What follows belongs to an exercise in optimizing a design on an open flow for small area, a short achievable clock period and few clock cycles per item; a production flow would make more cautious choices. Where RTL was checked, it was by simulation tests only, not by an equivalence proof against the original. Power figures rest on the tool's default switching activity, not on a simulated workload.

==> run Z: inputs <==
==> flow/design.v <==
`timescale 1ns /1 ns
module control_path(
    input logic clk,
    input logic reset, 
    input logic run, 
    input logic [15:0] INSTRin,
    output logic R0in, R1in, Ain, Rin, IRin, 
    output logic [1:0] select, ALUOP,
    output logic done
); 
parameter mv = 2'b00, add = 2'b01, sub = 2'b10, mult = 2'b11;
logic [1:0] II;
logic M, rX, rY;
assign II = INSTRin[15:14];
assign M =  INSTRin[13];
assign rX = INSTRin[12];
assign rY = INSTRin[0];
typedef enum logic[1:0]
{
    C0 = 'd0,
    C1 = 'd1, 
    C2 = 'd2, 
    C3 = 'd3
} statetype;
statetype current_state, next_state;
always_comb begin
    case(current_state)
	C0: next_state = run? C1:C0;
        C1: next_state = done? C0:C2;
        C2: next_state = C3;
        C3: next_state = C0;
    endcase
end
always_comb begin
    R0in = 1'b0; R1in = 1'b0;
    Ain = 1'b0; Rin = 1'b0; IRin = 1'b0;
    select = 2'bxx; 
    ALUOP = 2'bxx;
    done = 1'b0;
    case(current_state)
        C0: IRin = 1;
        C1: 
        begin 
            case(II)
                mv: 
                    begin 
                        if (M == 1)
                            select = 2'b11;
                        else
                            select = rY ? 2'b10 : 2'b01;
                    R0in = !rX;
                    R1in = rX;
                    done = 1;
                    end
                add:
                    begin
                    select = rX ? 2'b10 : 2'b01;
                    Ain = 1;
                    end
                sub:
                    begin
                    select = rX ? 2'b10 : 2'b01;
                    Ain = 1;
                    end
                mult:
                    begin
                    select = rX ? 2'b10 : 2'b01;
                    Ain = 1;
                    end
                default: done = 1;
            endcase
        end
        C2: 
        begin
            case(II)
                add:
                    begin
                    Rin = 1;
                    if (M == 1)
                        select = 2'b11;
                    else
                        select = rY ? 2'b10 : 2'b01;
                    ALUOP = 2'b00;
                    end
                sub:
                    begin
                    Rin = 1;
                    if (M == 1)
                        select = 2'b11;
                    else
                        select = rY ? 2'b10 : 2'b01;
                    ALUOP = 2'b01;
                    end
                mult:
                    begin
                    Rin = 1;
                    if (M == 1)
                        select = 2'b11;
                    else
                        select = rY ? 2'b10 : 2'b01;
                    ALUOP = 2'b10;
                    end
                default: done = 1;
            endcase
        end
        C3: 
        begin
            case(II)
                add:
                    begin
                    select = 0;
                    R0in = !rX;
                    R1in = rX;
                    done = 1;
                    end
                sub:
                    begin
                    select = 0;
                    R0in = !rX;
                    R1in = rX;
                    done = 1;
                    end
                mult:
                    begin
                    select = 0;
                    R0in = !rX;
                    R1in = rX;
                    done = 1;
                    end
            endcase
        end
    endcase 
end
always_ff @(posedge clk) begin
    if(reset)
        current_state <= C0;
    else
       current_state <= next_state;
end
endmodule
module datapath(
    input logic clk, 
    input logic reset,
    input logic [15:0] INSTRin,
    input logic IRin, R0in, R1in, Ain, Rin,
    input logic [1:0] select, ALUOP,
    output logic [15:0] r0, r1, a, r  
);
    logic [15:0] ir, MUXout, ALUout;
    FF IR (clk, reset, IRin, INSTRin, ir); 
    FF R0 (clk, reset, R0in, MUXout, r0);
    FF R1 (clk, reset, R1in, MUXout, r1);
    logic [15:0] ir1;
    assign ir1 = {ir[11], ir[11], ir[11], ir[11], ir[11:0]};
    mux MUX (r, r0, r1, ir1, select, MUXout);
    FF A (clk, reset, Ain, MUXout, a);
    ALU ALU (a, MUXout, ALUOP, ALUout);
    FF R (clk, reset, Rin, ALUout, r);
endmodule
module ALU(input logic [15:0] A, B, input logic [1:0] choose, output logic [15:0] out);
    always_comb
        begin
            case(choose)
                0: out = A + B;
                1: out = A - B;
                2: out = A * B;
                default: out = 16'b0000000000000000;
            endcase
        end
endmodule
module FF(input logic clk, reset, enable, input logic [15:0] D, output logic [15:0] Q);
    always_ff @ (posedge clk)
        begin
        if (reset == 1)
            Q <= 16'b0;
        if (enable == 1)
            Q <= D;
        end
endmodule
module mux(input logic [15:0] a, b, c, d, input logic [1:0] choose, output logic [15:0] out);
    always_comb
    begin
        case(choose)
            0: out = a;
            1: out = b;
            2: out = c;
            3: out = d;
            default: out = 16'b0000000000000000;
        endcase
    end
endmodule
module processor(
    input logic [15:0] INSTRin,
    input logic reset, 
    input logic clk,
    input logic run,
    output logic done,
    output logic[15:0] r0_out,r1_out, a_out, r_out
);
logic r0in, r1in, ain, rin, irin;
logic[1:0] select, aluop;
control_path control(
   .clk(clk),
   .reset(reset), 
   .run(run), 
   .INSTRin(INSTRin),
   .R0in(r0in), 
   .R1in(r1in), 
   .Ain(ain), 
   .Rin(rin), 
   .IRin(irin), 
   .select(select), 
   .ALUOP(aluop),
   .done(done)
);
datapath data(
    .clk(clk), 
    .reset(reset),
    .INSTRin(INSTRin),
    .IRin(irin), 
    .R0in(r0in),
    .R1in(r1in), 
    .Ain(ain),
    .Rin(rin),
    .select(select), 
    .ALUOP(aluop),
    .r0(r0_out), 
    .r1(r1_out),
    .a(a_out),
    .r(r_out)
);
endmodule
==> flow/run.sh <==
#!/bin/bash
# synth_recipe.tcl (not shown) runs the flow's synth.tcl, then flattens the netlist and writes it again
# the make line also repeats each setting of config.mk as NAME=value (left out here)
make -C /OpenROAD-flow-scripts/flow DESIGN_CONFIG=/design/flow/config.mk WORK_HOME=/design/flow/orfs CLKGATE_MAP_FILE= SYNTH_SCRIPT=/design/flow/synth_recipe.tcl finish
==> flow/config.mk <==
export PLATFORM = sky130hd
export DESIGN_NAME = processor
export DESIGN_NICKNAME = processor
export VERILOG_FILES = /design/flow/design.v
export SDC_FILE = /design/flow/constraint.sdc
export NUM_CORES = 4
export LEC_CHECK = 0
export CAP_MARGIN = 20
export CORE_MARGIN = 2
export CORE_UTILIZATION = 40
export SLEW_MARGIN = 20
==> flow/constraint.sdc <==
create_clock -name core_clock -period 8.0 [get_ports {clk}]
set_input_delay 1.6000 -clock core_clock [delete_from_list [all_inputs] [get_ports {clk}]]
set_output_delay 1.6000 -clock core_clock [all_outputs]
set_load 0.01 [all_outputs]
==> run X (differences from run Z) <==
==> flow/design.v, changed modules only <==
module processor #(parameter int K = 8) (
    input logic [15:0] INSTRin,
    input logic reset,
    input logic clk,
    input logic run,
    output logic done,
    output logic [15:0] r0_out, r1_out, a_out, r_out
);
    localparam int N  = 16 / K;
    localparam int CW = (N > 1) ? $clog2(N) : 1;
    logic [1:0]  II;
    logic        M, X, Y, is_mul, last;
    logic [15:0] rx, op2, t, sum;
    logic [K-1:0] chunk;
    logic [CW-1:0] cnt;
    assign II = INSTRin[15:14];
    assign M  = INSTRin[13];
    assign X  = INSTRin[12];
    assign Y  = INSTRin[0];
    assign is_mul = II == 2'b11;
    assign rx  = X ? r1_out : r0_out;
    assign op2 = M ? {{4{INSTRin[11]}}, INSTRin[11:0]} : (Y ? r1_out : r0_out);
    generate if (N > 1) begin : g_cnt
        assign last  = cnt == CW'(N - 1);
        assign chunk = op2[15 - K*cnt -: K];
    end else begin : g_nocnt
        assign last  = 1'b1;
        assign chunk = op2;
    end endgenerate
    always_comb begin
        if (is_mul) t = (cnt == '0) ? 16'h0 : (r_out << K);
        else if (II == 2'b00) t = 16'h0;
        else t = rx;
    end
    always_comb begin
        sum = t;
        if (is_mul) begin
            for (int i = 0; i < K; i++)
                sum = sum + ((rx & {16{chunk[i]}}) << i);
        end else if (II == 2'b10) begin
            sum = sum + ~op2 + 16'd1;
        end else begin
            sum = sum + op2;
        end
    end
    assign done = run & (~is_mul | last);
    always_ff @(posedge clk) begin
        if (reset) begin
            r0_out <= 16'h0;
            r1_out <= 16'h0;
            a_out  <= 16'h0;
            r_out  <= 16'h0;
            cnt    <= '0;
        end else if (run) begin
            if (done) begin
                if (X) r1_out <= sum; else r0_out <= sum;
                cnt <= '0;
            end else begin
                cnt <= cnt + 1'b1;
            end
            if (II != 2'b00) begin
                a_out <= rx;
                r_out <= sum;
            end
        end
    end
endmodule
// module control_path removed
// module datapath removed
// module ALU removed
// module FF removed
// module mux removed
Settings changed: CORE_UTILIZATION 40 to 60, SETUP_SLACK_MARGIN set to 2.5.
==> notes.md <==
                                                                                                   run Z                     run X
Signed area change from the synthesized netlist to the final layout                                26.0%                     30.5%
Endpoint arrival time on the critical path                                                       7900 ps                   6980 ps
Initial cell density of the core                                                                   41.0%                     61.2%
Logic power comb                                                                                 2.07 mW                  0.682 mW
Worst setup path startpoint                                                                  INSTRin[14]                INSTRin[0]
Combined area of the multi-input logic cells                                                    5810 µm²                  6380 µm²
Status                                                                  no timing/DRC/antenna violations  no timing/DRC/antenna violations
First-pass GRT wire length                                                                     41,200 µm                 41,600 µm
Beginning of the worst hold path                                     control.current_state[0]$_SDFF_PP0_     r_out[5]$_SDFFE_PP0P_
Worst slack on hold paths                                                                         637 ps                    478 ps
Primary FF master, synth                                                       sky130_fd_sc_hd__edfxtp_1  sky130_fd_sc_hd__dfxtp_1
Core region area                                                                              21,200 µm²                12,600 µm²
Reg-to-reg critical path startpoint                                  control.current_state[0]$_SDFF_PP0_          cnt$_SDFFE_PP0P_
Testbench counts of run Z, summed over its fixed seeds: cycles 16,754, instructions 4,800.
Only the layout flow was run in run X; the RTL was not checked for function there.

-- separate check: timing with driven ports --
How much do the figures lean on ideal ports? The routed layouts below were timed once more, with nothing changed but the port constraints.
Step 1 sets driving cells, clkbuf_16 on the clock port and buf_2 on the other inputs (assumed; they add their load-dependent delay and slew).
Step 2 also shifts input and output timing later by t, the mid clock arrival at the registers, as if the neighbouring blocks saw the same clock.
Slacks: no drivers / after step 1 / after step 2; pairs: no drivers / after step 1.
run | t (ns) | slack for setup (ns) | worst setup path after step 2 | worst data-port slew with drivers (ns)
run Z | 0.371 | 0.279 / 0.291 / -0.080 | input to register | 0.04
run X | 0.381 | 1.280 / 1.270 / 0.889 | input to register | 0.06
Met with ideal ports but missed after step 2: setup timing in run Z. For run X, which loses most, drivers alone change the setup slack by -0.010 ns; drivers and shift together by -0.391 ns.
